This design comes from an exercise in tuning for small area, a short achievable clock period and few clock cycles on the open sky130 flow, not from production work.
Only simulation tests tie the RTL to the original design; equivalence was not proved.
Power is estimated from default activity; no workload was simulated.

// RISCV
module RISCV(clk,
            rst_n,
            mem_wen_D,
            mem_addr_D,
            mem_wdata_D,
            mem_rdata_D,
            mem_addr_I,
            mem_rdata_I
    );
Settings: LEC_CHECK=0, CAP_MARGIN=35, CORE_MARGIN=2, CORE_UTILIZATION=40, CTS_BUF_LIST=sky130_fd_sc_hd__clkbuf_8, CTS_CLUSTER_DIAMETER=50, CTS_CLUSTER_SIZE=16, SETUP_SLACK_MARGIN=5, SLEW_MARGIN=35, SYNTH_HIERARCHICAL=1, TNS_END_PERCENT=5; clock period 17.0 ns.
standard.sh (not shown) runs the stock make flow with config.mk's settings and CLKGATE_MAP_FILE= SYNTH_SCRIPT=/design/flow/synth_recipe.tcl, a recipe that flattens the netlist after the stock synthesis.
==> flow/flow/run.sh <==
#!/bin/bash
# The standard layout (standard.sh, ORFS), with these changes to how it is made:
#  - synthesis maps logic with ABC per module: the datapath modules with the delay-oriented
#    mapper and a per-module delay relaxation (flow/abc_per_module.tcl), the rest with
#    flow/abc_speed.script (area-oriented);
#  - synthesis does not extract full/half adder cells (ADDER_MAP_FILE empty), so ABC sees
#    the adders' logic and its timing;
#  - the clock delay buffers (clkdlybuf4s*) are not used, in addition to the platform's
#    don't-use cells, so that port buffers are not sized into them.
# Flip-flops are mapped exactly as in the standard synthesis. Each tool's log is in
# orfs/logs/; make's own output is in make_flow.log.
set -euo pipefail
here=$(pwd)
MARGIN=11
PER_MODULE="rf_port=50 agu_add=0 br_eq=0 stage_e=50 stage_f=50"
DONT_USE="$(grep -A40 'DONT_USE_CELLS +=' "$FLOW_HOME/platforms/sky130hd/config.mk" | grep -o 'sky130_fd_sc_hd__[a-z0-9_]*' | tr '\n' ' ')"
for c in 15_1 15_2 18_1 18_2 25_1 25_2 50_1 50_2; do DONT_USE="$DONT_USE sky130_fd_sc_hd__clkdlybuf4s$c"; done
rm -rf scripts_local
cp -r "$FLOW_HOME/scripts" scripts_local
cp flow/abc_speed.script scripts_local/abc_speed.script
sed -i "s#^  log_cmd abc {\*}\$abc_args\$#  source $here/flow/abc_per_module.tcl#" scripts_local/synth.tcl
grep -q "abc_per_module.tcl" scripts_local/synth.tcl
sed -E "s#SETUP_SLACK_MARGIN=[^ ]+#SETUP_SLACK_MARGIN=$MARGIN ADDER_MAP_FILE= SCRIPTS_DIR=$here/scripts_local 'ABC_PER_MODULE=$PER_MODULE' 'DONT_USE_CELLS=$DONT_USE'#" standard.sh > standard_own.sh
grep -q "SETUP_SLACK_MARGIN=$MARGIN" standard_own.sh
bash standard_own.sh > make_flow.log 2>&1
Other scripts of this flow, unchanged in this note and not shown: flow/flow/abc_per_module.tcl, flow/flow/abc_speed.script
The starting point went through all stages and came out clean.
Testbench counts at the start, summed over its fixed seeds: cycles 140,026.
Next try:
--- a/flow/flow/run.sh
+++ b/flow/flow/run.sh
@@ -12,5 +12,5 @@
 set -euo pipefail
 here=$(pwd)
-MARGIN=11
+MARGIN=11.5
 PER_MODULE="rf_port=50 agu_add=0 br_eq=0 stage_e=50 stage_f=50"
 DONT_USE="$(grep -A40 'DONT_USE_CELLS +=' "$FLOW_HOME/platforms/sky130hd/config.mk" | grep -o 'sky130_fd_sc_hd__[a-z0-9_]*' | tr '\n' ' ')"
The new run ran to the end with no violations.
Synthesized area does not change.
Power stays flat.
First-iteration DRC count rose by 1.9%.
Worst setup slack gains 0.18 ns.
Design area rose by 3.0%.
Fmax is higher by 2.9%.
Via count grows by 2.1%.
Cell count goes up by 2.5%.
Synthesized cell count does not change.

========
RISCV, a different RTL version from the one above (not shown whole).
Size: ~10000 cells after synthesis, roughly 2300 flip-flops, about 220 I/O pins, about 0.11 mm² of cells after synthesis.
export LEC_CHECK = 0
export CAP_MARGIN = 35
export CORE_MARGIN = 2
export CORE_UTILIZATION = 40
export CTS_BUF_LIST = sky130_fd_sc_hd__clkbuf_8
export CTS_CLUSTER_DIAMETER = 50
export CTS_CLUSTER_SIZE = 16
export SETUP_SLACK_MARGIN = 5
export SLEW_MARGIN = 35
export SYNTH_HIERARCHICAL = 1
export TNS_END_PERCENT = 20
create_clock -name core_clock -period 17.0 [get_ports {clk}]
==> flow/flow/run.sh <==
#!/bin/bash
# The standard layout (standard.sh, ORFS), with these changes to how it is made:
#  - synthesis maps logic with ABC per module: the datapath modules with the delay-oriented
#    mapper and a per-module delay relaxation (flow/abc_per_module.tcl), the rest with
#    flow/abc_speed.script (area-oriented);
#  - synthesis does not extract full/half adder cells (ADDER_MAP_FILE empty), so ABC sees
#    the adders' logic and its timing;
#  - the clock delay buffers (clkdlybuf4s*) are not used, in addition to the platform's
#    don't-use cells, so that port buffers are not sized into them.
# Flip-flops are mapped exactly as in the standard synthesis. Each tool's log is in
# orfs/logs/; make's own output is in make_flow.log.
set -euo pipefail
here=$(pwd)
MARGIN=11.5
PER_MODULE="rf_port=50 agu_add=0 br_eq=0 stage_e=50 stage_f=50"
DONT_USE="$(grep -A40 'DONT_USE_CELLS +=' "$FLOW_HOME/platforms/sky130hd/config.mk" | grep -o 'sky130_fd_sc_hd__[a-z0-9_]*' | tr '\n' ' ')"
for c in 15_1 15_2 18_1 18_2 25_1 25_2 50_1 50_2; do DONT_USE="$DONT_USE sky130_fd_sc_hd__clkdlybuf4s$c"; done
rm -rf scripts_local
cp -r "$FLOW_HOME/scripts" scripts_local
cp flow/abc_speed.script scripts_local/abc_speed.script
sed -i "s#^  log_cmd abc {\*}\$abc_args\$#  source $here/flow/abc_per_module.tcl#" scripts_local/synth.tcl
grep -q "abc_per_module.tcl" scripts_local/synth.tcl
sed -E "s#SETUP_SLACK_MARGIN=[^ ]+#SETUP_SLACK_MARGIN=$MARGIN ADDER_MAP_FILE= SCRIPTS_DIR=$here/scripts_local 'ABC_PER_MODULE=$PER_MODULE' 'DONT_USE_CELLS=$DONT_USE'#" standard.sh > standard_own.sh
grep -q "SETUP_SLACK_MARGIN=$MARGIN" standard_own.sh
bash standard_own.sh > make_flow.log 2>&1
Other scripts of this flow, unchanged in this note and not shown: flow/flow/abc_per_module.tcl, flow/flow/abc_speed.script
The starting point ran to the end with no violations.
Testbench counts at the start, summed over its fixed seeds: cycles 140,026.
Then changed:
--- a/flow/config.mk
+++ b/flow/config.mk
@@ -16,2 +16,2 @@
 export SYNTH_HIERARCHICAL = 1
-export TNS_END_PERCENT = 20
+export TNS_END_PERCENT = 5
Result: Design area shrinks by 1.0%; count of clock-buffer cells in the layout is unchanged; synthesized area does not change; wire length falls by about 0.9%; utilization shrinks by 0.48 points; sequential power hardly moves; clock skew falls by 4.8 ps; register-to-register slack improves by 70 ps.

[port drivers added, routing unchanged]
The flow's constraints put no driver on any port. The routed layouts listed below were extracted and timed again, unchanged, in two steps. Step 1 assumes that a clkbuf_16 drives the clock port and a buf_2 every other input. Step 2 moves the port delays by t, midway between the first and last clock arrival at a register: inputs arrive t later, outputs are due t later. That takes back most of the time a late clock gives input paths. Three values: ideal ports, drivers, drivers and shift; two values: the first two.
| run | t, ns | slack for setup (ns) | worst setup path at the end | worst register clock-pin slew, ns | worst slew at a driven data input, ns |
|---|---|---|---|---|---|
| the first run of note 1 | 1.203 | 10.656 / 10.738 / 9.535 | input to register | 0.11 / 0.11 | 0.11 |
| the second run of note 1 | 1.196 | 10.833 / 10.690 / 9.493 | input to register | 0.11 / 0.11 | 0.34 |
| the first run of note 2 | 1.135 | 11.038 / 10.974 / 9.916 | input to register | 0.11 / 0.11 | 0.21 |
| the second run of note 2 | 1.159 | 11.000 / 10.983 / 9.824 | input to register | 0.11 / 0.11 | 0.11 |
After both steps setup and hold are still met in every run listed. The setup slack of the second run of note 1, which loses most, moves by -0.143 ns with the drivers and by -1.340 ns with both steps.
